Source: an optimization exercise on an open RTL-to-GDS flow (aim: small area and a short achievable clock period). Production flows keep margins and buffers that such runs may drop. RTL that was checked went through simulation tests only; none was proved equivalent to the original. No functional check of the RTL was part of runs 1 and 2. Power is estimated from default activity; no workload was simulated.

==> flow/design.v, too long to show whole: its modules and the start of the top module <==
// module counter: 45 lines
// module coeff_rom: 525 lines
// module coeffs: 46 lines
// module delay_pipeline: 18 lines
// module compute: 232 lines
// module csa_fa: 9 lines
// module csa_ha: 8 lines
// module fir_filter: 68 lines
module fir_filter (
    input clk,
    input rst,
    input clk_enable,
    input [2:0] filter_sel,
    input  signed [15:0] filter_in,
    output signed [15:0] filter_out
);
  // ...
==> flow/flow/run.sh <==
#!/bin/bash
# Own layout flow: the standard layout (standard.sh: ORFS synthesis and
# place-and-route with the standard flow's config and constraints), with these changes:
#  - synthesis: synth_recipe.tcl with Yosys's quick ABC pass inside 'synth'
#    skipped (-noabc), so the adders reach extract_fa as written; registers and
#    their names are the same as the standard synthesis's,
#  - ABC maps the logic with flow/abc.script in place of ORFS's script,
#  - the port buffers that ORFS inserts are sky130_fd_sc_hd__buf_4,
#  - clock tree synthesis: clusters of up to 26 sinks within 70 um, clkbuf_16
#    buffers, no dummy loads,
#  - timing repair (ORFS's repair_timing after CTS and global routing) aims for
#    a setup slack of 9.5 ns against the design's 13.5 ns clock (the SDC is
#    unchanged), so it also mends paths slower than 4 ns.
# ORFS's scripts are copied into this folder and only the ABC scripts replaced.
# Every tool's output is in orfs/logs/ (one log per step) and flow_make.log.
set -euo pipefail
W="$(pwd)"
rm -rf "$W/scripts_own"
cp -r "$FLOW_HOME/scripts" "$W/scripts_own"
cp "$W/flow/abc.script" "$W/scripts_own/abc_area.script"
cp "$W/flow/abc.script" "$W/scripts_own/abc_speed.script"
sed 's/yosys synth -nofsm -noshare {\*}\$args/yosys synth -nofsm -noshare -noabc {*}$args/' \
  "$W/synth_recipe.tcl" > "$W/own_synth.tcl"
grep -q -- '-noabc' "$W/own_synth.tcl"
sed "s#synth_recipe\.tcl#own_synth.tcl#g" "$W/standard.sh" > "$W/own_standard.sh"
grep -q own_synth.tcl "$W/own_standard.sh"
export SCRIPTS_DIR="$W/scripts_own"
export SETUP_SLACK_MARGIN=9.5
export BUFFER_PORTS_ARGS="-buffer_cell sky130_fd_sc_hd__buf_4"
export CTS_ARGS="-sink_clustering_enable -repair_clock_nets -dont_use_dummy_load -sink_clustering_size 26 -sink_clustering_max_diameter 70 -buf_list sky130_fd_sc_hd__clkbuf_16"
bash "$W/own_standard.sh" > "$W/flow_make.log" 2>&1
==> flow/flow/abc.script <==
strash
dc2
dch -f
map
topo
stime -c
buffer -c
upsize -c
dnsize -c
==> flow/standard.sh <==
#!/bin/bash
# synth_recipe.tcl (not shown) runs the flow's synth.tcl, then flattens the netlist and writes it again
# the make line also repeats each setting of config.mk as NAME=value (left out here)
make -C /OpenROAD-flow-scripts/flow DESIGN_CONFIG=/design/flow/config.mk WORK_HOME=/design/flow/orfs CLKGATE_MAP_FILE= SYNTH_SCRIPT=/design/flow/synth_recipe.tcl "${@:-finish}"
==> flow/config.mk <==
export PLATFORM = sky130hd
export DESIGN_NAME = fir_filter
export DESIGN_NICKNAME = fir_filter
export VERILOG_FILES = /design/flow/design.v
export SDC_FILE = /design/flow/constraint.sdc
export NUM_CORES = 4
export LEC_CHECK = 0
export ABC_AREA = 1
export CAP_MARGIN = 20
export CORE_MARGIN = 2
export CORE_UTILIZATION = 60
export SLEW_MARGIN = 20
export SYNTH_MEMORY_MAX_BITS = 65536
==> flow/constraint.sdc <==
create_clock -name core_clock -period 13.5 [get_ports {clk}]
set_input_delay 2.7000 -clock core_clock [delete_from_list [all_inputs] [get_ports {clk}]]
set_output_delay 2.7000 -clock core_clock [all_outputs]
set_load 0.01 [all_outputs]
==> run summary, run 1 <==
Worst-Skew Late Latency 650 ps; Hold Path Sink u_delay_pipeline.ring[62][14]$_DFF_P_; slowest CP cell nor2_1; Yosys top cell area share 62.6%; Comb power frac 41.2%; metal2 WL ~38 mm; hold_buf cts 0; status complete, no violations; Switching Share 38.2%; ys async rst share 4.41%; r2r setup slk 9510 ps; P_sw approximately 4 mW; global route overflow 0; share of cells above drive strength 1 6.57%; Synth Area in Compound Gates 7.96%; Synth Area in XOR/XNOR under 10%; worst-margin pin slew 1170 ps; met2 usage between 40 and 50%; critical path depth 12; fillers approximately 4300; DRC 0; Clk pin slew, worst setup/hold paths 100 ps; Non-Filler Instances 3696; Hold Slack 275 ps; FF+latch count 1201; placed instance area 0.0371 sq mm; max-cap violations 0; pin count of the biggest net entering global routing 69; Flop+latch power 4.40 mW; max-slew violations 0; multi-input logic area 0.0103 sq mm; final antenna-violating net count 0
==> module coeffs, before the edit <==
module coeffs (
    input clk,
    input [2:0] filter_sel,
    input [5:0] age,
    input [4:0] tap,
    input upper,
    input phase_q,
    input [6:0] since,
    input [5:0] filled,
    output reg [6:0] neg_q,
    output reg [6:0] one_q,
    output reg [6:0] two_q,
    output reg win_q,
    output reg [2:0] sel_q
);
  wire win = phase_q || (since != 7'd0 && since <= 7'd63);
  wire use_slot = ((age <= filled) || phase_q && age == filled + 6'd1) && (filled != 6'd0 || phase_q) && win;
  reg [4:0] tap_d;
  reg upper_d, use_d, win_d;
  always @(posedge clk) begin
    sel_q <= filter_sel;
    tap_d <= tap;
    upper_d <= upper;
    use_d <= use_slot;
    win_d <= win;
  end
  wire rom_sign;
  wire [12:0] rom_magnitude;
  coeff_rom u_coeff_rom (
      .filter_sel(sel_q),
      .mirror(upper_d && (sel_q == 3'd7)),
      .tap(tap_d),
      .sign(rom_sign),
      .magnitude(rom_magnitude)
  );
  wire [14:0] mx = {1'b0, use_d ? rom_magnitude : 13'd0, 1'b0};
  integer j;
  always @(posedge clk) begin
    win_q <= win_d;
    for (j = 0; j < 7; j = j + 1) begin
      neg_q[j] <= (mx[2*j+2] ^ rom_sign) & win_d;
      one_q[j] <= mx[2*j+1] ^ mx[2*j];
      two_q[j] <= (mx[2*j+2] & ~mx[2*j+1] & ~mx[2*j]) | (~mx[2*j+2] & mx[2*j+1] & mx[2*j]);
    end
  end
endmodule
==> run 2, diff against run 1 <==
--- a/flow/design.v
+++ b/flow/design.v
@@ -585,13 +585,2 @@
 );
-  wire win = phase_q || (since != 7'd0 && since <= 7'd63);
-  wire use_slot = ((age <= filled) || phase_q && age == filled + 6'd1) && (filled != 6'd0 || phase_q) && win;
-  reg [4:0] tap_d;
-  reg upper_d, use_d, win_d;
-  always @(posedge clk) begin
-    sel_q <= filter_sel;
-    tap_d <= tap;
-    upper_d <= upper;
-    use_d <= use_slot;
-    win_d <= win;
-  end
   wire rom_sign;
@@ -600,4 +589,4 @@
       .filter_sel(sel_q),
-      .mirror(upper_d && (sel_q == 3'd7)),
-      .tap(tap_d),
+      .mirror(upper && (sel_q == 3'd7)),
+      .tap(tap),
       .sign(rom_sign),
@@ -605,8 +594,19 @@
   );
-  wire [14:0] mx = {1'b0, use_d ? rom_magnitude : 13'd0, 1'b0};
+  wire win = phase_q || (since != 7'd0 && since <= 7'd63);
+  wire age_ok = (age <= filled) && (filled != 6'd0 || phase_q);
+  reg [12:0] magnitude_q;
+  reg negative_q, use_q, win1;
+  always @(posedge clk) begin
+    sel_q <= filter_sel;
+    magnitude_q <= rom_magnitude;
+    negative_q <= rom_sign;
+    win1 <= win;
+    use_q <= (age_ok || phase_q && age == filled + 6'd1) && win;
+  end
+  wire [14:0] mx = {1'b0, use_q ? magnitude_q : 13'd0, 1'b0};
   integer j;
   always @(posedge clk) begin
-    win_q <= win_d;
+    win_q <= win1;
     for (j = 0; j < 7; j = j + 1) begin
-      neg_q[j] <= (mx[2*j+2] ^ rom_sign) & win_d;
+      neg_q[j] <= (mx[2*j+2] ^ negative_q) & win1;
       one_q[j] <= mx[2*j+1] ^ mx[2*j];
==> run summary, run 2 <==
status complete, no violations; Starting Density 60.3%; Clk pin slew, worst setup/hold paths 90 ps (about the same); #FFs+latches synth 1209; synthesized cell area 0.0362 sq mm; share of cells above drive strength 1 6.52% (-0.048 points); Worst-Skew Late Latency 690 ps (+40 ps); HP Class flop to flop; max-cap violations 0 (unchanged); R2R cell count 9; slowest CP cell nor2_1; final antenna-violating net count 0 (unchanged); clock tree buffer depth 3; Bufs and invs on worst path 2; delay-heaviest family, CP simple AND/OR/NAND/NOR gates; CP cell instances nor2_1 > inv_1 > nand2_1 > inv_1 > nor2_1 > nor2_1 > o32ai_1 > nand2_1 > a21oi_1; DRC 0 (unchanged); total routed wirelength 82.1 mm; Final Hold Fails 0; Synthesized Nets 3154; vias in the first global route 21437; Via density between 5 and 6; Worst EP required 14010 ps; fmax 0.248 GHz; Tot Pwr between 10 and 15 mW; pin count of the biggest net entering global routing 69 (unchanged); Most used DFF post-synth dfxtp_1; initial drt markers 1811; first-pass GRT wire length around 130 mm; Clock Skew a little over 100 ps; Die X 250 um; synth top area cells dfxtp_1, fa_1, dfrtp_1, xor2_1, nor2_1; Placed Instances roughly 3700; initial antenna violation count 3; Die Span Y 250 um; max incr delay on CP 830 ps; global route overflow 0 (unchanged); H-Tree Depth 2; worst-margin pin slew 1120 ps (-55.5 ps); ys async rst share 4.38% (-0.029 points); P_leak 16.5 nW; type of origin of the critical path flop; IO Pins 38; Final Setup Violations 0; Synth top cells by count dfxtp_1, nor2_1, inv_1, nand2_1, fa_1; Yosys top cell area share 62.7% (+0.16 points); Min-Delay Path Depth 0; period utilization 29.9%; most frequent cells in the layout dfxtp_1, nor2_1, inv_1; RSZ-0062 raised after global routing no; Syn Inst Count roughly 3000; final setup TNS 0 ps; final core utilization 64.7%; Slew headroom ~25%; RD Place Congestion a little under 1; CTS sink count between 1000 and 1500; post-DP HPWL 54.0 mm; Regs by FF count u_delay_pipeline.ring x1024, u_compute.acc_c x34, u_compute.acc_s x34; max-slew violations 0 (unchanged); CP arrival 4550 ps; Port Buffer Count 37; Synth-to-Final Area Change 7.33%; Mean Syn Cell Area 12.4 sq um; CTS tree built; Biggest register u_delay_pipeline.ring; WL/cell 21.9 um; router iterations before antenna repair 8; Yosys top cell by area dfxtp_1; CP dominant cell by count nor2_1; Post-synth EDFFs 22; Max Fanout on Critical Path 15; register area share after synthesis 68.3%; row count 90; nets roughly 3200; YS warnings 6; count leader, synth dfxtp_1; aggregate global-route resource usage a little over a quarter; Largest register FFs 1024; via count around 20000; commonest non-fill, non-tap cell in the layout dfxtp_1; number of CTS-inserted buffers 60; Root Driver clkbuf_16; Die ar. 0.0623 sq mm; hold_buf cts 0 (unchanged); peak supply drop about 0.15 mV; PD cells 272 mW/mm^2; Final Critical Period a little over 4000 ps; Core Area 0.0600 sq mm; crit end category flop; Non-Filler Instances 3743 (+1.3%); crit path kind flop to flop; post-synth cell types 58; critical path depth 9 (-3)
==> run 2: final timing paths <==
path | from | to | slack (ps)
worst max-delay path | u_counter.tap[2]$_DFFE_PP_ | u_coeffs.negative_q$_DFF_P_ | 9460
worst min-delay path | u_delay_pipeline.ring[17][2]$_DFF_P_ | u_delay_pipeline.ring[16][2]$_DFF_P_ | 230
worst max register to register | u_counter.tap[2]$_DFFE_PP_ | u_coeffs.negative_q$_DFF_P_ | 9460
worst min register to register | u_delay_pipeline.ring[17][2]$_DFF_P_ | u_delay_pipeline.ring[16][2]$_DFF_P_ | 230
max in group asynchronous | rst | u_counter.filled[0]$_DFFE_PP0P_ | 10670
min in group asynchronous | rst | u_compute.filter_out[5]$_DFFE_PP0P_ | 2240
==> run 2: logic make-up after synthesis <==
group,Yosys count,synth area share [%]
mux,16,0.498
fa+ha+maj,205,9.83
simple gates,558,6.30
compound gates,447,7.82
buf+inv,338,3.57
flops,1209,68.3
xor+xnor,154,3.73
==> run 2: per-layer routing <==
metal  global-route usage (%)  vias to the layer above  share of wire (%)
li1                         -                     9506                  -
met1                     36.7                     9915                 43
met2                     43.7                      768                 46
met3                     4.09                      224                6.0
met4                     10.3                        2                4.4
met5                        0                        -              0.016
==> run 2: final cells by class <==
| cell class | count | area (sq um) |
|---|---|---|
| antenna | 1 | 2.50 |
| timing repair buffer | 67 | 515 |
| inverter | 244 | 917 |
| multi-input combinational | 1380 | 10200 |
| sequential | 1209 | 24700 |
| tap | 782 | 978 |
| clock buffer | 60 | 1500 |
| fill | 4279 | 21200 |
==> run 2: timing repair <==
action | 4_1_cts | 5_1_grt
endpoints found under the setup margin | 0 | 20
resized for setup | 0 | 4
setup buffers | 0 | 2
==> run 2: where the power goes <==
part / leakage [nW] / internal [mW] / total, mW / switching (mW)
clock network: 0.739 / 0.787 / 1.82 / 1.03
logic: 5.78 / 1.60 / 4.31 / 2.71
registers: 10.0 / 4.12 / 4.44 / 0.315
total: 16.5 / 6.51 / 10.6 / 4.06
==> run 2: through the flow <==
step	instance area (sq um)	hold slack (ps)	setup WS [ps]
2_1_floorplan	36200	310	9500
3_3_place_gp	37300	310	9040
3_5_place_dp	37300	312	8970
4_1_cts	38800	219	9600
5_1_grt	38800	229	9500
6_report	38800	231	9460
==> module delay_pipeline, before the edit <==
module delay_pipeline (
    input clk,
    input phase,
    input [5:0] age,
    input signed [15:0] filter_in,
    output signed [15:0] sample_q
);
  reg signed [15:0] newest;
  reg signed [15:0] ring[0:63];
  integer i;
  wire signed [15:0] sample = (age[5:1] == 5'd0) ? newest : ring[0];
  assign sample_q = ring[62];
  always @(posedge clk) begin
    if (phase) newest <= filter_in;
    for (i = 0; i < 63; i = i + 1) ring[i] <= ring[i+1];
    ring[63] <= sample;
  end
endmodule
==> module compute, before the edit <==
module compute (
    input clk,
    input rst,
    input phase,
    input [6:0] since,
    input [5:0] filled,
    input [2:0] sel_q,
    input signed [15:0] sample_q,
    input [6:0] neg_q,
    input [6:0] one_q,
    input [6:0] two_q,
    input win_q,
    output reg signed [15:0] filter_out
);
  wire [15:0] x = sample_q;
  wire [17:0] pp0;
  wire [17:0] pp1;
  wire [17:0] pp2;
  wire [17:0] pp3;
  wire [17:0] pp4;
  wire [17:0] pp5;
  wire [17:0] pp6;
  genvar g;
  generate
    for (g = 0; g < 7; g = g + 1) begin : g_pp
      wire [16:0] y = ({17{one_q[g]}} & {x[15], x}) | ({17{two_q[g]}} & {x, 1'b0});
      wire [17:0] r = {~(y[16] ^ neg_q[g]) & win_q, y ^ {17{neg_q[g]}}};
    end
  endgenerate
  assign pp0 = g_pp[0].r;
  assign pp1 = g_pp[1].r;
  assign pp2 = g_pp[2].r;
  assign pp3 = g_pp[3].r;
  assign pp4 = g_pp[4].r;
  assign pp5 = g_pp[5].r;
  assign pp6 = g_pp[6].r;
  reg [33:0] acc_s, acc_c;
  reg first;   
  reg signed [15:0] result;
  reg [33:0] init;
  always @(*) begin
    case (sel_q)
      3'd0: init = 34'd5729550336;
      3'd1: init = 34'd5729550336;
      3'd2: init = 34'd5729550336;
      3'd3: init = 34'd5729550336;
      3'd4: init = 34'd5729550336;
      3'd5: init = 34'd5729550336;
      3'd6: init = 34'd5729550336;
      3'd7: init = 34'd5729550336;
      default: init = 34'd0;
    endcase
  end
  wire [33:0] s_in = first ? init : acc_s;
  wire [33:0] c_in = first ? 34'd0 : acc_c;
  wire [307:0] t;
  csa_ha u0 (neg_q[3], c_in[6], t[0], t[1]);
  csa_ha u1 (c_in[7], s_in[7], t[2], t[3]);
  csa_fa u2 (neg_q[4], c_in[8], s_in[8], t[4], t[5]);
  csa_ha u3 (pp0[8], pp1[6], t[6], t[7]);
  csa_fa u4 (c_in[9], s_in[9], pp0[9], t[8], t[9]);
  csa_ha u5 (pp1[7], pp2[5], t[10], t[11]);
  csa_fa u6 (neg_q[5], c_in[10], s_in[10], t[12], t[13]);
  csa_fa u7 (pp0[10], pp1[8], pp2[6], t[14], t[15]);
  csa_ha u8 (pp3[4], pp4[2], t[16], t[17]);
  csa_fa u9 (c_in[11], s_in[11], pp0[11], t[18], t[19]);
  csa_fa u10 (pp1[9], pp2[7], pp3[5], t[20], t[21]);
  csa_ha u11 (pp4[3], pp5[1], t[22], t[23]);
  csa_fa u12 (c_in[12], s_in[12], pp0[12], t[24], t[25]);
  csa_fa u13 (pp1[10], pp2[8], pp3[6], t[26], t[27]);
  csa_fa u14 (pp4[4], pp5[2], pp6[0], t[28], t[29]);
  csa_fa u15 (c_in[13], s_in[13], pp0[13], t[30], t[31]);
  csa_fa u16 (pp1[11], pp2[9], pp3[7], t[32], t[33]);
  csa_fa u17 (pp4[5], pp5[3], pp6[1], t[34], t[35]);
  csa_fa u18 (c_in[14], s_in[14], pp0[14], t[36], t[37]);
  csa_fa u19 (pp1[12], pp2[10], pp3[8], t[38], t[39]);
  csa_fa u20 (pp4[6], pp5[4], pp6[2], t[40], t[41]);
  csa_fa u21 (c_in[15], s_in[15], pp0[15], t[42], t[43]);
  csa_fa u22 (pp1[13], pp2[11], pp3[9], t[44], t[45]);
  csa_fa u23 (pp4[7], pp5[5], pp6[3], t[46], t[47]);
  csa_fa u24 (c_in[16], s_in[16], pp0[16], t[48], t[49]);
  csa_fa u25 (pp1[14], pp2[12], pp3[10], t[50], t[51]);
  csa_fa u26 (pp4[8], pp5[6], pp6[4], t[52], t[53]);
  csa_fa u27 (c_in[17], s_in[17], pp0[17], t[54], t[55]);
  csa_fa u28 (pp1[15], pp2[13], pp3[11], t[56], t[57]);
  csa_fa u29 (pp4[9], pp5[7], pp6[5], t[58], t[59]);
  csa_fa u30 (c_in[18], s_in[18], pp1[16], t[60], t[61]);
  csa_fa u31 (pp2[14], pp3[12], pp4[10], t[62], t[63]);
  csa_ha u32 (pp5[8], pp6[6], t[64], t[65]);
  csa_fa u33 (c_in[19], s_in[19], pp1[17], t[66], t[67]);
  csa_fa u34 (pp2[15], pp3[13], pp4[11], t[68], t[69]);
  csa_ha u35 (pp5[9], pp6[7], t[70], t[71]);
  csa_fa u36 (c_in[20], s_in[20], pp2[16], t[72], t[73]);
  csa_fa u37 (pp3[14], pp4[12], pp5[10], t[74], t[75]);
  csa_fa u38 (c_in[21], s_in[21], pp2[17], t[76], t[77]);
  csa_ha u39 (pp3[15], pp4[13], t[78], t[79]);
  csa_fa u40 (c_in[22], s_in[22], pp3[16], t[80], t[81]);
  csa_ha u41 (c_in[23], s_in[23], t[82], t[83]);
  csa_ha u42 (neg_q[1], c_in[2], t[84], t[85]);
  csa_ha u43 (c_in[3], s_in[3], t[86], t[87]);
  csa_fa u44 (neg_q[2], c_in[4], s_in[4], t[88], t[89]);
  csa_ha u45 (pp0[4], pp1[2], t[90], t[91]);
  csa_fa u46 (c_in[5], s_in[5], pp0[5], t[92], t[93]);
  csa_ha u47 (pp1[3], pp2[1], t[94], t[95]);
  csa_fa u48 (s_in[6], t[0], pp0[6], t[96], t[97]);
  csa_fa u49 (pp1[4], pp2[2], pp3[0], t[98], t[99]);
  csa_fa u50 (t[1], t[2], pp0[7], t[100], t[101]);
  csa_fa u51 (pp1[5], pp2[3], pp3[1], t[102], t[103]);
  csa_fa u52 (t[3], pp2[4], pp3[2], t[104], t[105]);
  csa_fa u53 (pp4[0], t[4], t[6], t[106], t[107]);
  csa_fa u54 (pp3[3], pp4[1], t[5], t[108], t[109]);
  csa_fa u55 (t[10], t[7], t[8], t[110], t[111]);
  csa_fa u56 (pp5[0], t[12], t[11], t[112], t[113]);
  csa_fa u57 (t[16], t[14], t[9], t[114], t[115]);
  csa_fa u58 (t[13], t[17], t[22], t[116], t[117]);
  csa_fa u59 (t[15], t[18], t[20], t[118], t[119]);
  csa_fa u60 (t[23], t[19], t[21], t[120], t[121]);
  csa_fa u61 (t[24], t[26], t[28], t[122], t[123]);
  csa_fa u62 (t[25], t[27], t[29], t[124], t[125]);
  csa_fa u63 (t[30], t[32], t[34], t[126], t[127]);
  csa_fa u64 (t[31], t[33], t[35], t[128], t[129]);
  csa_fa u65 (t[36], t[38], t[40], t[130], t[131]);
  csa_fa u66 (t[37], t[39], t[41], t[132], t[133]);
  csa_fa u67 (t[42], t[44], t[46], t[134], t[135]);
  csa_fa u68 (t[43], t[45], t[47], t[136], t[137]);
  csa_fa u69 (t[48], t[50], t[52], t[138], t[139]);
  csa_fa u70 (t[49], t[51], t[53], t[140], t[141]);
  csa_fa u71 (t[54], t[56], t[58], t[142], t[143]);
  csa_fa u72 (t[64], t[55], t[57], t[144], t[145]);
  csa_fa u73 (t[59], t[60], t[62], t[146], t[147]);
  csa_fa u74 (t[65], t[70], t[61], t[148], t[149]);
  csa_fa u75 (t[63], t[66], t[68], t[150], t[151]);
  csa_fa u76 (pp6[8], t[71], t[67], t[152], t[153]);
  csa_fa u77 (t[69], t[72], t[74], t[154], t[155]);
  csa_fa u78 (pp5[11], pp6[9], t[78], t[156], t[157]);
  csa_fa u79 (t[73], t[75], t[76], t[158], t[159]);
  csa_fa u80 (pp4[14], pp5[12], pp6[10], t[160], t[161]);
  csa_fa u81 (t[79], t[77], t[80], t[162], t[163]);
  csa_fa u82 (t[82], pp3[17], pp4[15], t[164], t[165]);
  csa_fa u83 (pp5[13], pp6[11], t[81], t[166], t[167]);
  csa_fa u84 (c_in[24], s_in[24], t[83], t[168], t[169]);
  csa_fa u85 (pp4[16], pp5[14], pp6[12], t[170], t[171]);
  csa_fa u86 (c_in[25], s_in[25], pp4[17], t[172], t[173]);
  csa_ha u87 (pp5[15], pp6[13], t[174], t[175]);
  csa_fa u88 (c_in[26], s_in[26], pp5[16], t[176], t[177]);
  csa_ha u89 (c_in[27], s_in[27], t[178], t[179]);
  csa_ha u90 (neg_q[0], c_in[0], t[180], t[181]);
  csa_ha u91 (c_in[1], s_in[1], t[182], t[183]);
  csa_fa u92 (s_in[2], t[84], pp0[2], t[184], t[185]);
  csa_fa u93 (t[85], t[86], pp0[3], t[186], t[187]);
  csa_fa u94 (t[87], pp2[0], t[88], t[188], t[189]);
  csa_fa u95 (t[89], t[91], t[94], t[190], t[191]);
  csa_fa u96 (t[95], t[93], t[96], t[192], t[193]);
  csa_fa u97 (t[100], t[102], t[97], t[194], t[195]);
  csa_fa u98 (t[101], t[103], t[104], t[196], t[197]);
  csa_fa u99 (t[105], t[108], t[107], t[198], t[199]);
  csa_fa u100 (t[109], t[112], t[111], t[200], t[201]);
  csa_fa u101 (t[113], t[116], t[115], t[202], t[203]);
  csa_fa u102 (t[117], t[119], t[120], t[204], t[205]);
  csa_fa u103 (t[121], t[123], t[124], t[206], t[207]);
  csa_fa u104 (t[125], t[127], t[128], t[208], t[209]);
  csa_fa u105 (t[129], t[131], t[132], t[210], t[211]);
  csa_fa u106 (t[133], t[135], t[136], t[212], t[213]);
  csa_fa u107 (t[137], t[139], t[140], t[214], t[215]);
  csa_fa u108 (t[141], t[143], t[144], t[216], t[217]);
  csa_fa u109 (t[145], t[147], t[148], t[218], t[219]);
  csa_fa u110 (t[149], t[151], t[152], t[220], t[221]);
  csa_fa u111 (t[156], t[153], t[155], t[222], t[223]);
  csa_fa u112 (t[160], t[157], t[159], t[224], t[225]);
  csa_fa u113 (t[161], t[164], t[163], t[226], t[227]);
  csa_fa u114 (t[168], t[165], t[170], t[228], t[229]);
  csa_fa u115 (t[169], t[174], t[171], t[230], t[231]);
  csa_fa u116 (pp6[14], t[175], t[173], t[232], t[233]);
  csa_fa u117 (t[178], pp5[17], pp6[15], t[234], t[235]);
  csa_fa u118 (c_in[28], s_in[28], t[179], t[236], t[237]);
  csa_ha u119 (c_in[29], s_in[29], t[238], t[239]);
  csa_ha u120 (s_in[0], t[180], t[240], t[241]);
  csa_fa u121 (t[181], t[182], pp0[1], t[242], t[243]);
  csa_fa u122 (t[183], pp1[0], t[184], t[244], t[245]);
  csa_fa u123 (pp1[1], t[185], t[186], t[246], t[247]);
  csa_fa u124 (t[90], t[187], t[188], t[248], t[249]);
  csa_fa u125 (t[189], t[92], t[190], t[250], t[251]);
  csa_fa u126 (t[98], t[191], t[192], t[252], t[253]);
  csa_fa u127 (t[99], t[193], t[194], t[254], t[255]);
  csa_fa u128 (t[106], t[195], t[196], t[256], t[257]);
  csa_fa u129 (t[110], t[197], t[198], t[258], t[259]);
  csa_fa u130 (t[114], t[199], t[200], t[260], t[261]);
  csa_fa u131 (t[118], t[201], t[202], t[262], t[263]);
  csa_fa u132 (t[122], t[203], t[204], t[264], t[265]);
  csa_fa u133 (t[126], t[205], t[206], t[266], t[267]);
  csa_fa u134 (t[130], t[207], t[208], t[268], t[269]);
  csa_fa u135 (t[134], t[209], t[210], t[270], t[271]);
  csa_fa u136 (t[138], t[211], t[212], t[272], t[273]);
  csa_fa u137 (t[142], t[213], t[214], t[274], t[275]);
  csa_fa u138 (t[146], t[215], t[216], t[276], t[277]);
  csa_fa u139 (t[150], t[217], t[218], t[278], t[279]);
  csa_fa u140 (t[154], t[219], t[220], t[280], t[281]);
  csa_fa u141 (t[158], t[221], t[222], t[282], t[283]);
  csa_fa u142 (t[162], t[223], t[224], t[284], t[285]);
  csa_fa u143 (t[166], t[225], t[226], t[286], t[287]);
  csa_fa u144 (t[167], t[228], t[227], t[288], t[289]);
  csa_fa u145 (t[172], t[229], t[230], t[290], t[291]);
  csa_fa u146 (t[176], t[231], t[232], t[292], t[293]);
  csa_fa u147 (t[177], t[234], t[233], t[294], t[295]);
  csa_fa u148 (pp6[16], t[236], t[235], t[296], t[297]);
  csa_fa u149 (t[238], pp6[17], t[237], t[298], t[299]);
  csa_fa u150 (c_in[30], s_in[30], t[239], t[300], t[301]);
  csa_ha u151 (c_in[31], s_in[31], t[302], t[303]);
  csa_ha u152 (c_in[32], s_in[32], t[304], t[305]);
  csa_ha u153 (c_in[33], s_in[33], t[306], t[307]);
  wire [33:0] s_next = {t[306], t[304], t[302], t[300], t[298], t[296], t[294], t[292], t[290], t[288], t[286], t[284], t[282], t[280], t[278], t[276], t[274], t[272], t[270], t[268], t[266], t[264], t[262], t[260], t[258], t[256], t[254], t[252], t[250], t[248], t[246], t[244], t[242], t[240]};
  wire [33:0] c_next = {t[305], t[303], t[301], t[299], t[297], t[295], t[293], t[291], t[289], t[287], t[285], t[283], t[281], t[279], t[277], t[275], t[273], t[271], t[269], t[267], t[265], t[263], t[261], t[259], t[257], t[255], t[253], t[251], t[249], t[247], t[245], t[243], t[241], pp0[0]};
  wire [33:0] acc = acc_s + acc_c;
  wire [17:0] acc_hi = acc[33:16];
  wire sat_pos = ~acc_hi[17] & acc_hi[16];
  wire sat_neg = acc_hi[17] & ~acc_hi[16];
  wire [15:0] acc_sat = sat_pos ? 16'h7fff : sat_neg ? 16'h8000 : acc_hi[15:0];
  always @(posedge clk) begin
    acc_s <= s_next;
    acc_c <= c_next;
    first <= (since == 7'd1);
  end
  always @(posedge clk, posedge rst) begin
    if (rst) begin
      result <= 16'sd0;
      filter_out <= 16'sd0;
    end else begin
      if (first && filled[5:1] != 5'd0) result <= acc_sat;
      if (phase) filter_out <= result;
    end
  end
endmodule
==> run 3, diff against run 2 <==
--- a/flow/design.v
+++ b/flow/design.v
@@ -587,6 +587,8 @@
   wire [12:0] rom_magnitude;
+  reg [4:0] tap_d;
+  reg upper_d, use_d, win_d;
   coeff_rom u_coeff_rom (
       .filter_sel(sel_q),
-      .mirror(upper && (sel_q == 3'd7)),
-      .tap(tap),
+      .mirror(upper_d && (sel_q == 3'd7)),
+      .tap(tap_d),
       .sign(rom_sign),
@@ -600,6 +602,10 @@
     sel_q <= filter_sel;
+    tap_d <= tap;
+    upper_d <= upper;
+    win_d <= win;
+    use_d <= (age_ok || phase_q && age == filled + 6'd1) && win;
     magnitude_q <= rom_magnitude;
     negative_q <= rom_sign;
-    win1 <= win;
-    use_q <= (age_ok || phase_q && age == filled + 6'd1) && win;
+    win1 <= win_d;
+    use_q <= use_d;
   end
@@ -627,3 +633,3 @@
   wire signed [15:0] sample = (age[5:1] == 5'd0) ? newest : ring[0];
-  assign sample_q = ring[62];
+  assign sample_q = ring[61];
   always @(posedge clk) begin
@@ -854,3 +860,3 @@
     acc_c <= c_next;
-    first <= (since == 7'd1);
+    first <= (since == 7'd2);
   end
==> run summary, run 3 <==
Synthesized Nets 3201 (+1.5%); Yosys top cell area share 62.6% (-0.086 points); power share of the clock group 16.8% (-0.4 points); final antenna-violating net count 0 (unchanged); worst-margin pin slew 1080 ps (-34.5 ps); P_sw 4.05 mW (-0.41%); number of CTS-inserted buffers 57 (-5.0%); Final Hold Fails 0 (unchanged); share of cells above drive strength 1 6.45% (-0.067 points); pin count of the biggest net entering global routing 69 (unchanged); crit path kind flop to output pin; ys async rst share 4.35% (-0.029 points); Hold Slack 293 ps (+62.2 ps); PD cells 270 mW/mm^2 (-0.69%); hold_buf cts 0 (unchanged); Seq pwr share 42.7% (+0.7 points); initial drt markers 1621 (-10%); setup ws final 9600 ps (+141 ps); fillers 4309 (+0.70%); post-DP HPWL 55.1 mm (+1.9%); Die X 251 um (+0.41%); Largest register FFs 1024 (unchanged); period utilization 28.9% (-1.0 points); CP cell instances buf_4; Place WS 9300 ps (+331 ps); max incr delay on CP 420 ps (-410 ps); nets 3235 (+1.4%); RSZ-0062 raised after global routing no; multi-input logic area 0.0103 sq mm (+0.65%); Int Pwr 6.52 mW (+0.14%); Ant. Diodes 0 (-1); Final Setup Violations 0 (unchanged); placed instance area 0.0376 sq mm (+0.94%); R2R cell count 7 (-2); Clock Skew 140 ps (+38.8 ps); post-route cell area 0.0391 sq mm (+0.63%); max-cap violations 0 (unchanged); #FFs+latches synth 1217 (+0.66%); Regs by FF count u_delay_pipeline.ring x1024, u_compute.acc_c x34, u_compute.acc_s x34; Min-Delay Path Depth 0 (unchanged); Hold Path Sink u_delay_pipeline.ring[58][14]$_DFF_P_; Die Span Y 251 um (+0.41%); crit end category output pin; Worst-Skew Late Latency 670 ps (-20 ps); Final Critical Period 3900 ps (-141 ps); reg-to-reg endpoint u_compute.acc_s[20]$_DFF_P_; Most used DFF post-synth dfxtp_1; Root Driver clkbuf_16; clock tree buffer depth 3 (unchanged); r2r setup slk 9830 ps (+370 ps); Via density 5.48 (+0.53%); Biggest register u_delay_pipeline.ring; Placed Instances 3730 (+1.4%); Core Area 0.0602 sq mm (+0.38%); Port Buffer Count 37 (unchanged); Synth-to-Final Area Change 7.10%; first-pass GRT wire length 129 mm (+0.48%); total routed wirelength 83.5 mm (+1.8%); via count 20769 (+1.7%); CP arrival 1200 ps (-3350 ps); Die ar. 0.0628 sq mm (+0.83%); Synth top cells by count dfxtp_1, nor2_1, inv_1, nand2_1, fa_1; CTS sink count 1217 (+0.66%); Mean Syn Cell Area 12.3 sq um (-0.75%); row count 90 (unchanged); WL/cell 22.1 um (+0.55%); post-synth cell types 61 (+5.2%); Bufs and invs on worst path 1 (-1); post-CTS resize count 0 (unchanged); P_leak 16.7 nW (+0.92%); CTS tree built; peak supply drop 0.189 mV (+24%); Clk pin slew, worst setup/hold paths 90 ps (about the same); H-Tree Depth 2 (unchanged); register area 0.0249 sq mm (+0.65%); Post-synth EDFFs 22 (unchanged); commonest non-fill, non-tap cell in the layout dfxtp_1; router iterations before antenna repair 6 (-2); fmax 0.256 GHz (+3.6%); RR Startpoint u_delay_pipeline.ring[61][15]$_DFF_P_; HP Start u_delay_pipeline.ring[59][14]$_DFF_P_; IO Pins 38 (unchanged); global route overflow 0 (unchanged); RD Place Congestion 1.03 (+6.9%); Non-Filler Instances 3788 (+1.2%); max-slew violations 0 (unchanged); Syn Inst Count 2974 (+1.6%); YS warnings 6 (unchanged); Switching Share 38.3% (-0.13 points); Worst EP required 10800 ps (-3210 ps); Comb power frac 40.5% (-0.3 points); Max Fanout on Critical Path 2 (-13); delay-heaviest family, CP flip-flops; initial antenna violation count 2 (-1); slowest CP cell dfrtp_1; aggregate global-route resource usage 26.9% (about the same); vias in the first global route 21776 (+1.6%); Slew headroom 27.7% (+2.5 points); Yosys top cell by area dfxtp_1; synth top area cells dfxtp_1, fa_1, dfrtp_1, xor2_1, nor2_1; HP Class flop to flop; DRC 0 (unchanged); final setup TNS 0 ps (unchanged); synthesized cell area 0.0365 sq mm (+0.84%); Starting Density 60.6% (+0.28 points); status complete, no violations; register area share after synthesis 68.1% (-0.13 points); count leader, synth dfxtp_1; type of origin of the critical path flop; most frequent cells in the layout dfxtp_1, nor2_1, inv_1
-- run 3: cell count changes after synthesis, moves of 6 or more --
cell,delta
dfxtp_1,+8
nand3_1,+10
nand2_1,-9
inv_1,+16
o21ai_0,+18
xor2_1,-6
-- run 3: timing repair --
item	4_1_cts	5_1_grt
buffers inserted	0	1
endpoints found under the setup margin	0	15
endpoints found under the hold margin	0	0
-- run 3: metrics by stage --
stage / util (%) / power (mW)
after detailed placement: 62.5 / 8.77
after global routing: 64.9 / 11.3
final: 64.9 / 10.6
after CTS: 64.8 / 10.6
after floorplan: - / 7.40
after global placement: 62.5 / 8.65
-- run 3: area by class of cell --
cell class	count	share of cell area, %
Inverter	263	2.53
Clock buffer	57	3.65
Timing Repair Buffer	70	1.38
Sequential cell	1217	63.6
Tap cell	782	2.50
Multi-Input combinational cell	1399	26.3
-- run 3: worst max-delay path by stage --
stage / startpoint / endpoint / slack, ps / cells past startpoint
6_report: u_compute.filter_out[6]$_DFFE_PP0P_ / filter_out[6] / 9600 / 1
3_5_place_dp: clk_enable / u_counter.upper$_DFFE_PN_ / 9300 / 5
2_1_floorplan: rst / u_compute.filter_out[0]$_DFFE_PP0P_ / 9530 / 1
5_1_grt: u_compute.acc_c[1]$_DFF_P_ / u_compute.result[14]$_DFFE_PP0P_ / 9520 / 20
3_3_place_gp: clk_enable / u_counter.upper$_DFFE_PN_ / 9370 / 5
4_1_cts: u_compute.filter_out[6]$_DFFE_PP0P_ / filter_out[6] / 9570 / 1
-- run 3: cell families after synthesis --
logic type	share of synthesized area, %
XOR/XNOR	3.53
multiplexers	0.494
buffers and inverters	3.73
adder cells (fa/ha/maj)	9.74
AO/OA/AOI/OAI	8.03
AND/OR/NAND/NOR	6.36
flip-flops	68.1
-- run 3: power groups by stage --
stage | sequential, mW | combinational, mW | clock (mW)
2_1_floorplan | 4.39 | 3.00 | 0
3_3_place_gp | 4.55 | 4.10 | 0
3_5_place_dp | 4.57 | 4.20 | 0
4_1_cts | 4.51 | 4.24 | 1.82
5_1_grt | 4.55 | 4.78 | 1.93
6_report | 4.51 | 4.28 | 1.78
-- run 3: layer usage --
layer,vias to the layer above,wire length [um],GRT usage [%]
met5,-,13,0
met4,2,3310,10.3
met3,197,5430,4.23
li1,9637,-,-
met1,10136,35700,36.2
met2,797,39100,44.2
==> run 4, diff against run 3 <==
--- a/flow/flow/run.sh
+++ b/flow/flow/run.sh
@@ -8,3 +8,3 @@
 #  - the port buffers that ORFS inserts are sky130_fd_sc_hd__buf_4,
-#  - clock tree synthesis: clusters of up to 26 sinks within 70 um, clkbuf_16
+#  - clock tree synthesis: clusters of up to 30 sinks within 90 um, clkbuf_16
 #    buffers, no dummy loads,
@@ -29,3 +29,3 @@
 export BUFFER_PORTS_ARGS="-buffer_cell sky130_fd_sc_hd__buf_4"
-export CTS_ARGS="-sink_clustering_enable -repair_clock_nets -dont_use_dummy_load -sink_clustering_size 26 -sink_clustering_max_diameter 70 -buf_list sky130_fd_sc_hd__clkbuf_16"
+export CTS_ARGS="-sink_clustering_enable -repair_clock_nets -dont_use_dummy_load -sink_clustering_size 30 -sink_clustering_max_diameter 90 -buf_list sky130_fd_sc_hd__clkbuf_16"
 bash "$W/own_standard.sh" > "$W/flow_make.log" 2>&1
==> flow/flow/abc.script (replaced) <==
strash
dc2
dch -f
map
==> run summary, run 4 <==
Worst-Skew Late Latency 610 ps (-60 ps); synthesized cell area 0.0360 sq mm (-1.4%); post-DP HPWL 55.8 mm (+1.3%); CTS sink count 1217 (unchanged); type of origin of the critical path flop; Synth-to-Final Area Change 7.68%; RSZ-0062 raised after global routing no; pin count of the biggest net entering global routing 69 (unchanged); global route overflow 0 (unchanged); Slew headroom 23.3% (-4.5 points); IO Pins 38 (unchanged); DRC 0 (unchanged); Synthesized Nets 3106 (-3.0%); RD Place Congestion 1.01 (-1.9%); Most used DFF post-synth dfxtp_1; register area share after synthesis 69.1% (+0.95 points); initial drt markers 1771 (+9.3%); CP cell instances clkinv_1 > nor2_1 > buf_4 > clkinv_1 > nor2_1 > nand2_1 > a21oi_1 > o21ai_0 > nand2_1 > a21oi_1 > o31ai_1; Via density 5.52 (+0.70%); Die Span Y 249 um (-0.68%); HP Start u_delay_pipeline.ring[36][3]$_DFF_P_; number of CTS-inserted buffers 50 (-12%); max-slew violations 0 (unchanged); ys async rst share 4.35% (unchanged); final core utilization 65.5% (+0.66 points); reg-to-reg endpoint u_coeffs.negative_q$_DFF_P_; nets 3226 (-0.28%); Critical Path Start u_coeffs.sel_q[1]$_DFF_P_; hold_buf cts 0 (unchanged); share of cells above drive strength 1 5.57% (-0.88 points); aggregate global-route resource usage 27.3% (+0.39 points); RR Startpoint u_coeffs.sel_q[1]$_DFF_P_; Clock Skew 70.2 ps (-70.0 ps); most frequent cells in the layout dfxtp_1, nor2_1, clkinv_1; crit path kind flop to flop; worst setup path endpoint u_coeffs.negative_q$_DFF_P_; Final Hold Fails 0 (unchanged); commonest non-fill, non-tap cell in the layout dfxtp_1; max-cap violations 0 (unchanged); max incr delay on CP 810 ps (+390 ps); CP arrival 4450 ps (+3250 ps); Clk pin slew, worst setup/hold paths 100 ps (about the same); Ant. Diodes 0 (unchanged); final antenna-violating net count 0 (unchanged); synth top area cells dfxtp_1, fa_1, dfrtp_1, nor2_1, xor2_1; worst-margin pin slew 1150 ps (+64.4 ps); Port Buffer Count 37 (unchanged); initial antenna violation count 9 (+7); WL/cell 22.2 um (+0.72%); Post-CTS Setup Bufs 0 (unchanged); Final Setup Violations 0 (unchanged); Largest register FFs 1024 (unchanged); H-Tree Depth 2 (unchanged); Root Driver clkbuf_16; row count 89 (-1.1%); Worst EP required 13970 ps (+3170 ps); count leader, synth dfxtp_1; Biggest register u_delay_pipeline.ring; first-pass GRT wire length 130 mm (+0.73%); Synth top cells by count dfxtp_1, nor2_1, clkinv_1, nand2_1, fa_1; Die ar. 0.0620 sq mm (-1.4%); HP Class flop to flop; fmax 0.251 GHz (-2.0%); router iterations before antenna repair 7 (+1); YS warnings 6 (unchanged); Syn Inst Count 2879 (-3.2%); P_leak 15.9 nW (-4.5%); post-synth cell types 44 (-28%); via count 20816 (+0.23%); #FFs+latches synth 1217 (unchanged); slowest CP cell dfxtp_1; Yosys top cell area share 63.5% (+0.88 points); crit end category flop; Die X 249 um (-0.68%); r2r setup slk 9520 ps (-310 ps); Max Fanout on Critical Path 15 (+13); peak supply drop 0.152 mV (-20%); period utilization 29.5% (+0.60 points); Post-synth EDFFs 22 (unchanged); CTS tree built; vias in the first global route 21778 (+0.0092%); status complete, no violations; Regs by FF count u_delay_pipeline.ring x1024, u_compute.acc_c x34, u_compute.acc_s x34; Mean Syn Cell Area 12.5 sq um (+1.9%); Core Area 0.0591 sq mm (-1.9%); final setup TNS 0 ps (unchanged); total routed wirelength 83.7 mm (+0.24%); Final Critical Period 3980 ps (+80.8 ps); PD cells 270 mW/mm^2 (about the same); Starting Density 60.9% (+0.29 points); R2R cell count 11 (+4); Yosys top cell by area dfxtp_1; clock tree buffer depth 3 (unchanged)
==> run 4: cell count changes after synthesis, sizes merged <==
cell	delta
buf	-10
clkbuf	-85
inv	-258
clkinv	+258
==> run 4: area by class of cell <==
| cell class | instances | area [sq um] |
|---|---|---|
| tap | 773 | 967 |
| timing repair buffer | 68 | 510 |
| inverter | 263 | 990 |
| sequential | 1217 | 24900 |
| clock buffer | 50 | 1250 |
| multi-input combinational | 1399 | 10200 |
| fill | 4147 | 20400 |
==> run 4: cells by family after synthesis <==
family / Yosys count / synth area share (%)
flops: 1217 / 69.1
simple gates: 565 / 6.42
compound gates: 466 / 7.80
buf+inv: 263 / 2.74
fa+ha+maj: 205 / 9.88
xor+xnor: 147 / 3.58
mux: 16 / 0.501
==> run 4: where the power goes <==
part	switching [mW]	internal, mW
Combinational	2.72	1.59
Clock	1.00	0.665
Sequential	0.312	4.17
==> run 4: metrics by stage <==
| step | hold WS, ps | cells | power, mW | setup slack, ps | instance area [sq um] |
|---|---|---|---|---|---|
| detailed placement | 312 | 3720 | 8.77 | 9110 | 37500 |
| global route | 279 | 3770 | 11.2 | 9500 | 38800 |
| CTS | 284 | 3770 | 10.4 | 9600 | 38700 |
| floorplan | 310 | 2879 | 7.32 | 9570 | 36000 |
| global placement | 310 | 3720 | 8.62 | 9260 | 37500 |
| finish | 277 | 3770 | 10.5 | 9520 | 38800 |
==> run 4: worst min-delay path by stage <==
stage | endpoint | cells past startpoint
after floorplan | u_coeffs.use_q$_DFF_P_ | 0
after global placement | u_delay_pipeline.ring[12][15]$_DFF_P_ | 0
after detailed placement | u_delay_pipeline.ring[25][6]$_DFF_P_ | 0
after CTS | u_delay_pipeline.ring[35][3]$_DFF_P_ | 0
after global routing | u_delay_pipeline.ring[35][3]$_DFF_P_ | 0
final | u_delay_pipeline.ring[35][3]$_DFF_P_ | 0
==> run 4: metal layers <==
metal	vias to the layer above	GRT usage, %	wire length, um
met2	830	45.5	39800
met5	-	0	58
met1	10102	36.1	35100
met4	10	9.97	3270
met3	222	4.63	5550
li1	9652	-	-
==> run 4: timing repair <==
item                       4_1_cts  5_1_grt
resized for setup                1        3
cloned                           0        0
hold endpoints to repair         0        0
setup endpoints to repair       15       16
==> run 4: worst max-delay path: cells and delay by family, from the launching register on <==
kind	cells	cell delay, ps
DFF	1	810
and+or+nand+nor	4	890
buffers and inverters	3	1440
AOI/OAI and AO/OA	4	740
==> run 5, diff against run 4 <==
==> flow/flow/abc.script (replaced) <==
strash
dc2
drw
dch -f
map
topo
stime -c
buffer -c
upsize -c
dnsize -c
==> run summary, run 5 <==
CP cell instances buf_4; via count 20401 (-2.0%); Hold Slack 302 ps (+24.8 ps); register area 0.0249 sq mm (about the same); final setup TNS 0 ps (unchanged); RSZ-0062 raised after global routing no; max-cap violations 0 (unchanged); clock tree buffer depth 3 (unchanged); number of CTS-inserted buffers 49 (-2.0%); Root Driver clkbuf_16; fmax 0.257 GHz (+2.5%); initial drt markers 1715 (-3.2%); Synthesized Nets 3152 (+1.5%); #FFs+latches synth 1217 (unchanged); crit path kind flop to output pin; Biggest register u_delay_pipeline.ring; ys async rst share 4.35% (unchanged); Worst EP required 10800 ps (-3170 ps); final antenna-violating net count 0 (unchanged); Final Critical Period 3880 ps (-95.3 ps); register area share after synthesis 68.4% (-0.71 points); Yosys top cell area share 62.9% (-0.65 points); Yosys top cell by area dfxtp_1; total routed wirelength 81.0 mm (-3.3%); Syn Inst Count 2925 (+1.6%); Regs by FF count u_delay_pipeline.ring x1024, u_compute.acc_c x34, u_compute.acc_s x34; initial antenna violation count 1 (-8); pin count of the biggest net entering global routing 69 (unchanged); aggregate global-route resource usage 26.0% (-1.3 points); Worst-Skew Late Latency 610 ps (about the same); Die ar. 0.0626 sq mm (+1.0%); peak supply drop 0.149 mV (-1.9%); CTS tree built; crit end category output pin; status complete, no violations; Bufs and invs on worst path 1 (-2); count leader, synth dfxtp_1; HP Class flop to flop; Final Hold Fails 0 (unchanged); Largest register FFs 1024 (unchanged); WL/cell 21.7 um (-2.5%); post-DP HPWL 54.8 mm (-1.7%); synthesized cell area 0.0364 sq mm (+1.0%); fillers 4422 (+6.6%); Port Buffer Count 37 (unchanged); router iterations before antenna repair 12 (+5); Via density 5.46 (-1.2%); row count 90 (+1.1%); commonest non-fill, non-tap cell in the layout dfxtp_1; synth top area cells dfxtp_1, fa_1, dfrtp_1, xor2_1, nor2_1; hold_buf cts 0 (unchanged); type of origin of the critical path flop; Most used DFF post-synth dfxtp_1; Die X 250 um (+0.51%); DRC 0 (unchanged); delay-heaviest family, CP flip-flops; vias in the first global route 20838 (-4.3%); nets 3184 (-1.3%); slowest CP cell dfrtp_1; worst-margin pin slew 894 ps (-253 ps); max-slew violations 0 (unchanged); Mean Syn Cell Area 12.4 sq um (-0.56%); CP arrival 1180 ps (-3270 ps); CTS sink count 1217 (unchanged); Core Area 0.0601 sq mm (+1.7%); PD cells 269 mW/mm^2 (-0.57%); most frequent cells in the layout dfxtp_1, nor2_1, inv_1; global route overflow 0 (unchanged); Starting Density 60.5% (-0.40 points); Final Setup Violations 0 (unchanged); Synth top cells by count dfxtp_1, nor2_1, inv_1, nand2_1, fa_1; first-pass GRT wire length 124 mm (-4.4%); Clk pin slew, worst setup/hold paths 110 ps (about the same); Max Fanout on Critical Path 2 (-13); share of cells above drive strength 1 6.53% (+0.96 points); H-Tree Depth 2 (unchanged); Clock Skew 65.7 ps (-4.54 ps); Slew headroom 39.7% (+16 points); Synth-to-Final Area Change 6.95%; period utilization 28.8% (-0.71 points); Post-synth EDFFs 22 (unchanged); post-synth cell types 64 (+45%); RD Place Congestion 1.00 (-1.0%); IO Pins 38 (unchanged); P_leak 16.6 nW (+4.4%); max incr delay on CP 410 ps (-400 ps); Die Span Y 250 um (+0.51%); YS warnings 6 (unchanged); multi-input logic area 0.0103 sq mm (+0.95%)
-- run 5: changes by cell type in the layout (fill, tap and decap cells not counted), sizes merged, moves of 8 or more --
cell / change
buf: +9
o21ai: -8
clkinv: -260
a2bb2oi: +15
a21oi: -14
inv: +253
nor2: -26
-- run 5: worst paths after layout --
| kind | startpoint | end | slack (ps) | depth (start not counted) |
|---|---|---|---|---|
| min in group asynchronous | rst | u_compute.filter_out[7]$_DFFE_PP0P_ | 2240 | 3 |
| min reg2reg | u_delay_pipeline.ring[30][12]$_DFF_P_ | u_delay_pipeline.ring[29][12]$_DFF_P_ | 300 | 0 |
| max reg2reg | u_coeffs.tap_d[2]$_DFF_P_ | u_coeffs.magnitude_q[6]$_DFF_P_ | 9690 | 13 |
| max in group asynchronous | rst | u_compute.result[7]$_DFFE_PP0P_ | 10770 | 3 |
| max | u_compute.filter_out[4]$_DFFE_PP0P_ | filter_out[4] | 9620 | 1 |
| min | u_delay_pipeline.ring[30][12]$_DFF_P_ | u_delay_pipeline.ring[29][12]$_DFF_P_ | 300 | 0 |
-- run 5: repair_timing --
item,4_1_cts,5_1_grt
buffers inserted,1,7
cloned,0,1
pin swaps,1,12
endpoints found under the setup margin,15,16
hold endpoints to repair,0,0
resized for setup,1,14
-- run 5: through the flow --
step                power, mW  cells  util [%]  setup slack [ps]  cell area, sq um
detailed placement       8.70   3679      62.4              9240             37500
global route             11.2   3737      64.7              9470             38900
floorplan                7.32   2925         -              9530             36400
CTS                      10.4   3729      64.4              9530             38800
global placement         8.57   3679      62.4              9310             37500
finish                   10.4   3738      64.7              9620             38900
-- run 5: power by group --
part           switching [mW]  internal (mW)  leakage [nW]
combinational            2.73           1.62          5.93
sequential              0.282           4.17          10.1
clock                   0.995          0.653         0.604
-- run 5: area by class of cell --
class	count	share of cell area, %
repair buffers	77	1.52
flip-flops and latches	1217	63.9
diodes	1	0.00644
clock buffers	49	3.15
inverters	256	2.47
well taps	782	2.52
multi-input cells	1356	26.4
-- run 5: metal layers --
metal  GRT usage (%)  vias to the layer above  wire [um]
met2            41.9                      781      37500
met1            36.1                     9881      35500
met3            3.91                      225       5000
met5               0                        -         13
li1                -                     9512          -
met4            9.29                        2       3010
-- run 5: logic make-up after synthesis --
kind of cell,after synthesis,synth area share [%]
compound gates,455,8.06
xor+xnor,151,3.64
fa+ha+maj,205,9.78
buf+inv,353,3.68
flops,1217,68.4
mux,16,0.496
simple gates,528,5.99
==> run 6, diff against run 5 <==
==> flow/flow/abc.script (replaced) <==
strash
dc2
dch -f
map
topo
stime -c
buffer -c
upsize -c
dnsize -c
==> run summary, run 6 <==
status complete, no violations; IO Pins 38 (unchanged); crit path kind flop to output pin; CTS sink count 1217 (unchanged); RSZ-0062 raised after global routing no; most frequent cells in the layout dfxtp_1, nor2_1, inv_1; Max Fanout on Critical Path 2 (unchanged); global route overflow 0 (unchanged); H-Tree Depth 2 (unchanged); Syn Inst Count 2974 (+1.7%); aggregate global-route resource usage 26.4% (+0.44 points); Worst EP required 10800 ps (about the same); vias in the first global route 21480 (+3.1%); number of CTS-inserted buffers 51 (+4.1%); via count 20610 (+1.0%); final setup TNS 0 ps (unchanged); Synth top cells by count dfxtp_1, nor2_1, inv_1, nand2_1, fa_1; Root Driver clkbuf_16; post-DP HPWL 55.1 mm (+0.40%); final antenna-violating net count 0 (unchanged); max-slew violations 0 (unchanged); register area 0.0249 sq mm (about the same); first-pass GRT wire length 127 mm (+2.1%); Yosys top cell area share 62.6% (-0.23 points); nets 3229 (+1.4%); post-CTS resize count 0 (-1); CP cell instances buf_4; Worst-Skew Late Latency 640 ps (+30 ps); clock tree buffer depth 3 (unchanged); slowest CP cell dfrtp_1; placed instance area 0.0376 sq mm (+0.38%); #FFs+latches synth 1217 (unchanged); Most used DFF post-synth dfxtp_1; Largest register FFs 1024 (unchanged); register area share after synthesis 68.1% (-0.25 points); pin count of the biggest net entering global routing 69 (unchanged); PD cells 268 mW/mm^2 (-0.15%); DRC 0 (unchanged); post-route cell area 0.0389 sq mm (+0.13%); delay-heaviest family, CP flip-flops; type of origin of the critical path flop; Regs by FF count u_delay_pipeline.ring x1024, u_compute.acc_c x34, u_compute.acc_s x34; count leader, synth dfxtp_1; WL/cell 21.7 um (about the same); multi-input logic area 0.0103 sq mm (+0.22%); post-synth cell types 61 (-4.7%); crit end category output pin; CTS tree built; Final Setup Violations 0 (unchanged); YS warnings 6 (unchanged); Clk pin slew, worst setup/hold paths 110 ps (about the same); share of cells above drive strength 1 6.27% (-0.26 points); Die X 251 um (+0.18%); router iterations before antenna repair 5 (-7); max incr delay on CP 420 ps (about the same); Clock Skew 112 ps (+46.4 ps); Yosys top cell by area dfxtp_1; ys async rst share 4.35% (unchanged); Final Hold Fails 0 (unchanged); Core Area 0.0602 sq mm (+0.19%); commonest non-fill, non-tap cell in the layout dfxtp_1; Via density 5.45 (-0.18%); hold_buf cts 0 (unchanged); Port Buffer Count 37 (unchanged); Die Span Y 251 um (+0.18%); fmax 0.260 GHz (+0.91%); initial antenna violation count 4 (+3); fillers 4334 (-2.0%); worst-margin pin slew 1090 ps (+194 ps); synthesized cell area 0.0365 sq mm (+0.36%); Starting Density 60.6% (+0.11 points); synth top area cells dfxtp_1, fa_1, dfrtp_1, xor2_1, nor2_1; total routed wirelength 82.0 mm (+1.2%); row count 90 (unchanged); peak supply drop 0.152 mV (+1.8%); Post-synth EDFFs 22 (unchanged); Post-CTS Setup Bufs 0 (-1); max-cap violations 0 (unchanged); Synth-to-Final Area Change 6.70%; Synthesized Nets 3201 (+1.6%); initial drt markers 1665 (-2.9%); Die ar. 0.0628 sq mm (+0.36%); RD Place Congestion 1.03 (+3.0%); Mean Syn Cell Area 12.3 sq um (-1.3%); period utilization 28.5% (-0.26 points); Biggest register u_delay_pipeline.ring; Slew headroom 27.4% (-12 points); CP arrival 1150 ps (-30 ps); HP Class flop to flop; Tot Pwr 10.4 mW (about the same); P_leak 16.6 nW (about the same); Bufs and invs on worst path 1 (unchanged); Final Critical Period 3850 ps (-35.1 ps)
## run 6: changes by cell type in the layout (fill, tap and decap cells not counted), moves of 5 or more
cell / previous run / this run
a2bb2oi_1: 10 / 0
a21oi_1: 94 / 101
nand2_2: 5 / 0
o21ai_0: 107 / 116
a21oi_2: 1 / 11
nor2_1: 258 / 282
buf_4: 76 / 69
nand3_1: 40 / 46
nor3_1: 25 / 32
a2bb2oi_2: 5 / 0
## run 6: cell families after synthesis
family,share of synthesized area [%]
DFF,68.1
muxes,0.494
xor gates and xnor gates,3.53
and+or+nand+nor,6.36
adders and majority gates,9.74
buffers and inverters,3.73
AOI/OAI and AO/OA,8.03
## run 6: path summary, 6_finish.rpt
| path | startpoint | end | slack [ps] | cells after the start |
|---|---|---|---|---|
| min in group asynchronous | rst | u_counter.filled[3]$_DFFE_PP0P_ | 2260 | 2 |
| max | u_compute.filter_out[6]$_DFFE_PP0P_ | filter_out[6] | 9650 | 1 |
| max reg2reg | u_delay_pipeline.ring[61][15]$_DFF_P_ | u_compute.acc_s[20]$_DFF_P_ | 9860 | 7 |
| max in group asynchronous | rst | u_compute.result[3]$_DFFE_PP0P_ | 10710 | 2 |
| min | u_delay_pipeline.ring[51][13]$_DFF_P_ | u_delay_pipeline.ring[50][13]$_DFF_P_ | 300 | 0 |
| min reg2reg | u_delay_pipeline.ring[51][13]$_DFF_P_ | u_delay_pipeline.ring[50][13]$_DFF_P_ | 300 | 0 |
## run 6: area by class of cell
cell class,instances,area share (%)
antenna,1,0.00643
clock buffer,51,3.28
inverter,263,2.54
multi-input combinational,1399,26.4
sequential,1217,63.9
tap,782,2.51
timing repair buffer,70,1.38
## run 6: where the power goes
group	internal, mW	switching [mW]
sequential	4.17	0.328
combinational	1.59	2.68
clock	0.678	1.00
## run 6: metal layers
metal	routed length [um]	GRT usage, %	up-vias
met5	13	0	-
met4	3240	9.91	2
met3	5010	3.75	182
met2	37900	43.1	777
met1	35800	36.2	10036
li1	-	-	9613
## run 6: stage by stage
| stage | std cells | worst slack [ps] | utilization (%) | hold WS, ps |
|---|---|---|---|---|
| after floorplan | 2974 | 9530 | - | 310 |
| after global placement | 3730 | 9370 | 62.5 | 310 |
| after detailed placement | 3730 | 9300 | 62.5 | 312 |
| after CTS | 3781 | 9630 | 64.6 | 296 |
| after global routing | 3782 | 9600 | 64.6 | 301 |
| final | 3783 | 9650 | 64.6 | 301 |
==> run 7, diff against run 6 <==
--- a/flow/config.mk
+++ b/flow/config.mk
@@ -10,3 +10,3 @@
 export CORE_MARGIN = 2
-export CORE_UTILIZATION = 60
+export CORE_UTILIZATION = 64
 export SLEW_MARGIN = 20
==> run summary, run 7 <==
status complete, no violations; reg-to-reg endpoint u_compute.result[4]$_DFFE_PP0P_; RD Place Congestion 1.02 (-0.60%); Die X 243 um (-3.1%); Yosys top cell area share 62.6% (unchanged); max-cap violations 0 (unchanged); Place WS 9210 ps (-92.2 ps); DRC 0 (unchanged); Synth-to-Final Area Change 6.61% (about the same); crit end category output pin; HP Start u_delay_pipeline.ring[29][9]$_DFF_P_; Worst EP required 10800 ps (about the same); Hold Path Sink u_delay_pipeline.ring[28][9]$_DFF_P_; Adder-Cell Fraction of Synth Area 9.74% (unchanged); share of cells above drive strength 1 6.27% (unchanged); row count 87 (-3.3%); ys async rst share 4.35% (unchanged); post-DP HPWL 59.6 mm (+8.3%); pin count of the biggest net entering global routing 69 (unchanged); aggregate global-route resource usage 30.6% (+4.2 points); IO Pins 38 (unchanged); P_leak 16.6 nW (about the same); Most used DFF post-synth dfxtp_1; Yosys top cell by area dfxtp_1; YS warnings 6 (unchanged); Min-Delay Path Depth 0 (unchanged); RSZ-0062 raised after global routing no; Syn Inst Count 2974 (unchanged); vias in the first global route 22487 (+4.7%); commonest non-fill, non-tap cell in the layout dfxtp_1; r2r setup slk 9700 ps (-160 ps); router iterations before antenna repair 6 (+1); WL/cell 23.9 um (+10%); slowest CP cell dfrtp_1; post-CTS resize count 0 (unchanged); Via density 5.69 (+4.4%); nets 3229 (unchanged); global route overflow 0 (unchanged); Bufs and invs on worst path 1 (unchanged); Worst-Skew Late Latency 640 ps (about the same); Final Setup Violations 0 (unchanged); Root Driver clkbuf_16; worst-margin pin slew 1100 ps (+10.6 ps); final antenna-violating net count 0 (unchanged); CTS tree built; #FFs+latches synth 1217 (unchanged); peak supply drop 0.204 mV (+34%); Synth Area in XOR/XNOR 3.53% (unchanged); via count 21369 (+3.7%); Core Area 0.0564 sq mm (-6.4%); Max Fanout on Critical Path 2 (unchanged); number of CTS-inserted buffers 51 (unchanged); Starting Density 64.7% (+4.1 points); clock tree buffer depth 3 (unchanged); Synth top cells by count dfxtp_1, nor2_1, inv_1, nand2_1, fa_1; Final Hold Fails 0 (unchanged); R2R cell count 20 (+13); Post-synth EDFFs 22 (unchanged); max-slew violations 0 (unchanged); RR Startpoint u_compute.acc_c[1]$_DFF_P_; register area share after synthesis 68.1% (unchanged); final setup TNS 0 ps (unchanged); Clock Skew 120 ps (+7.69 ps); count leader, synth dfxtp_1; setup ws final 9590 ps (-64.7 ps); fmax 0.255 GHz (-1.7%); initial drt markers 1865 (+12%); post-synthesis simple-gate area fraction 6.36% (unchanged); Synthesized Nets 3201 (unchanged); first-pass GRT wire length 136 mm (+7.3%); most frequent cells in the layout dfxtp_1, nor2_1, inv_1; Synth Area in Compound Gates 8.03% (unchanged); CP cell instances buf_4; Regs by FF count u_delay_pipeline.ring x1024, u_compute.acc_c x34, u_compute.acc_s x34; CP arrival 1210 ps (+60 ps); post-synth cell types 61 (unchanged); synth top area cells dfxtp_1, fa_1, dfrtp_1, xor2_1, nor2_1; Mean Syn Cell Area 12.3 sq um (unchanged); Die Span Y 243 um (-3.1%); largest family of logic cells by synthesized area adder cells; crit path kind flop to output pin; HP Class flop to flop; Largest register FFs 1024 (unchanged); Slew headroom 26.7% (-0.71 points); period utilization 29.0% (+0.48 points); mux share of post-synthesis cell area 0.494% (unchanged); type of origin of the critical path flop; total routed wirelength 89.8 mm (+9.6%); initial antenna violation count 6 (+2); CTS sink count 1217 (unchanged); placed instance area 0.0376 sq mm (about the same); Die ar. 0.0589 sq mm (-6.2%); H-Tree Depth 2 (unchanged); synthesized cell area 0.0365 sq mm (unchanged); Final Critical Period 3910 ps (+64.7 ps); PD cells 275 mW/mm^2 (+2.7%); delay-heaviest family, CP flip-flops; Port Buffer Count 37 (unchanged); max incr delay on CP 420 ps (about the same); Clk pin slew, worst setup/hold paths 110 ps (about the same); Biggest register u_delay_pipeline.ring; post-route cell area 0.0389 sq mm (about the same); fillers 3797 (-12%)
run 7: final cells by class:
| class | instances | area (sq um) | area share, % |
|---|---|---|---|
| Multi-Input combinational cell | 1399 | 10300 | 26.4 |
| Inverter | 263 | 988 | 2.54 |
| Antenna cell | 2 | 5.00 | 0.0129 |
| Timing Repair Buffer | 70 | 538 | 1.38 |
| Sequential cell | 1217 | 24900 | 63.9 |
| Tap cell | 756 | 946 | 2.43 |
| Clock buffer | 51 | 1280 | 3.28 |
run 7: metal layers:
metal  vias up  share of wire [%]  wire length [um]  GRT usage [%]
met2      1063                 48             42700           50.8
met5         -              0.027                24              0
li1       9627                  -                 -              -
met1     10366                 40             35800           39.5
met4         4                5.1              4610           13.6
met3       309                7.4              6630           5.42
run 7: per-stage QoR:
step / hold WS, ps / utilization [%] / power, mW / std cells
after global placement: 310 / 66.7 / 8.62 / 3704
after detailed placement: 312 / 66.7 / 8.84 / 3704
final: 285 / 69.0 / 10.7 / 3758
after floorplan: 310 / - / 7.40 / 2974
after global routing: 294 / 69.0 / 11.3 / 3757
after CTS: 291 / 69.0 / 10.6 / 3756
run 7: timing repair:
| action | CTS | global route |
|---|---|---|
| buffers inserted | 1 | 0 |
| setup endpoints to repair | 1 | 0 |
| hold buffers | 0 | 0 |
run 7: cell families after synthesis:
| family | count (synthesis) |
|---|---|
| buffers and inverters | 358 |
| multiplexers | 16 |
| XOR/XNOR | 147 |
| flip-flops | 1217 |
| adder cells (fa/ha/maj) | 205 |
| AND/OR/NAND/NOR | 565 |
| AO/OA/AOI/OAI | 466 |
run 7: worst max-delay path by stage:
stage,startpoint,endpoint,cells past startpoint
6_report,u_compute.filter_out[6]$_DFFE_PP0P_,filter_out[6],1
5_1_grt,u_compute.acc_c[1]$_DFF_P_,u_compute.result[10]$_DFFE_PP0P_,20
4_1_cts,u_compute.filter_out[6]$_DFFE_PP0P_,filter_out[6],1
3_5_place_dp,clk_enable,u_compute.filter_out[7]$_DFFE_PP0P_,7
3_3_place_gp,clk_enable,u_counter.upper$_DFFE_PN_,5
2_1_floorplan,rst,u_compute.filter_out[0]$_DFFE_PP0P_,1
run 7: where the power goes:
group	internal [mW]	switching, mW	total (mW)	leakage (nW)
logic	1.65	2.82	4.48	5.89
registers	4.17	0.365	4.54	10.1
clock network	0.679	1.02	1.70	0.628
total	6.51	4.21	10.7	16.6

[re-timing with driven ports]
No port has a modelled driver above. Below, the same layouts with a new extraction and two added sets of constraints.
Step 1, drivers: a clkbuf_16 drives clk and a buf_2 each remaining input, both assumed.
Step 2 times the ports against the registers' clock, not the clock port: input delays grow and output delays shrink by t, the midpoint of the rising clock arrivals with the driver on.
a / b / c = ideal / step 1 / step 2; a / b = the first two.
run | t (ns) | slack for setup (ns) | latest minus earliest clock arrival (ns) | worst slew at a driven data input, ns
run 1 | 0.658 | 9.506 / 9.506 / 9.285 | 0.107 / 0.107 | 0.06
run 2 | 0.685 | 9.460 / 9.460 / 9.084 | 0.140 / 0.141 | 0.07
run 3 | 0.665 | 9.601 / 9.539 / 9.266 | 0.155 / 0.154 | 0.05
run 4 | 0.652 | 9.520 / 9.520 / 9.139 | 0.089 / 0.089 | 0.05
run 5 | 0.661 | 9.615 / 9.551 / 9.228 | 0.097 / 0.097 | 0.06
run 6 | 0.654 | 9.650 / 9.587 / 9.240 | 0.125 / 0.125 | 0.05
run 7 | 0.640 | 9.586 / 9.522 / 9.095 | 0.121 / 0.121 | 0.05
After both steps every run listed still meets setup and hold. For run 7, which loses most, drivers alone change the setup slack by -0.064 ns; drivers and shift together by -0.491 ns.
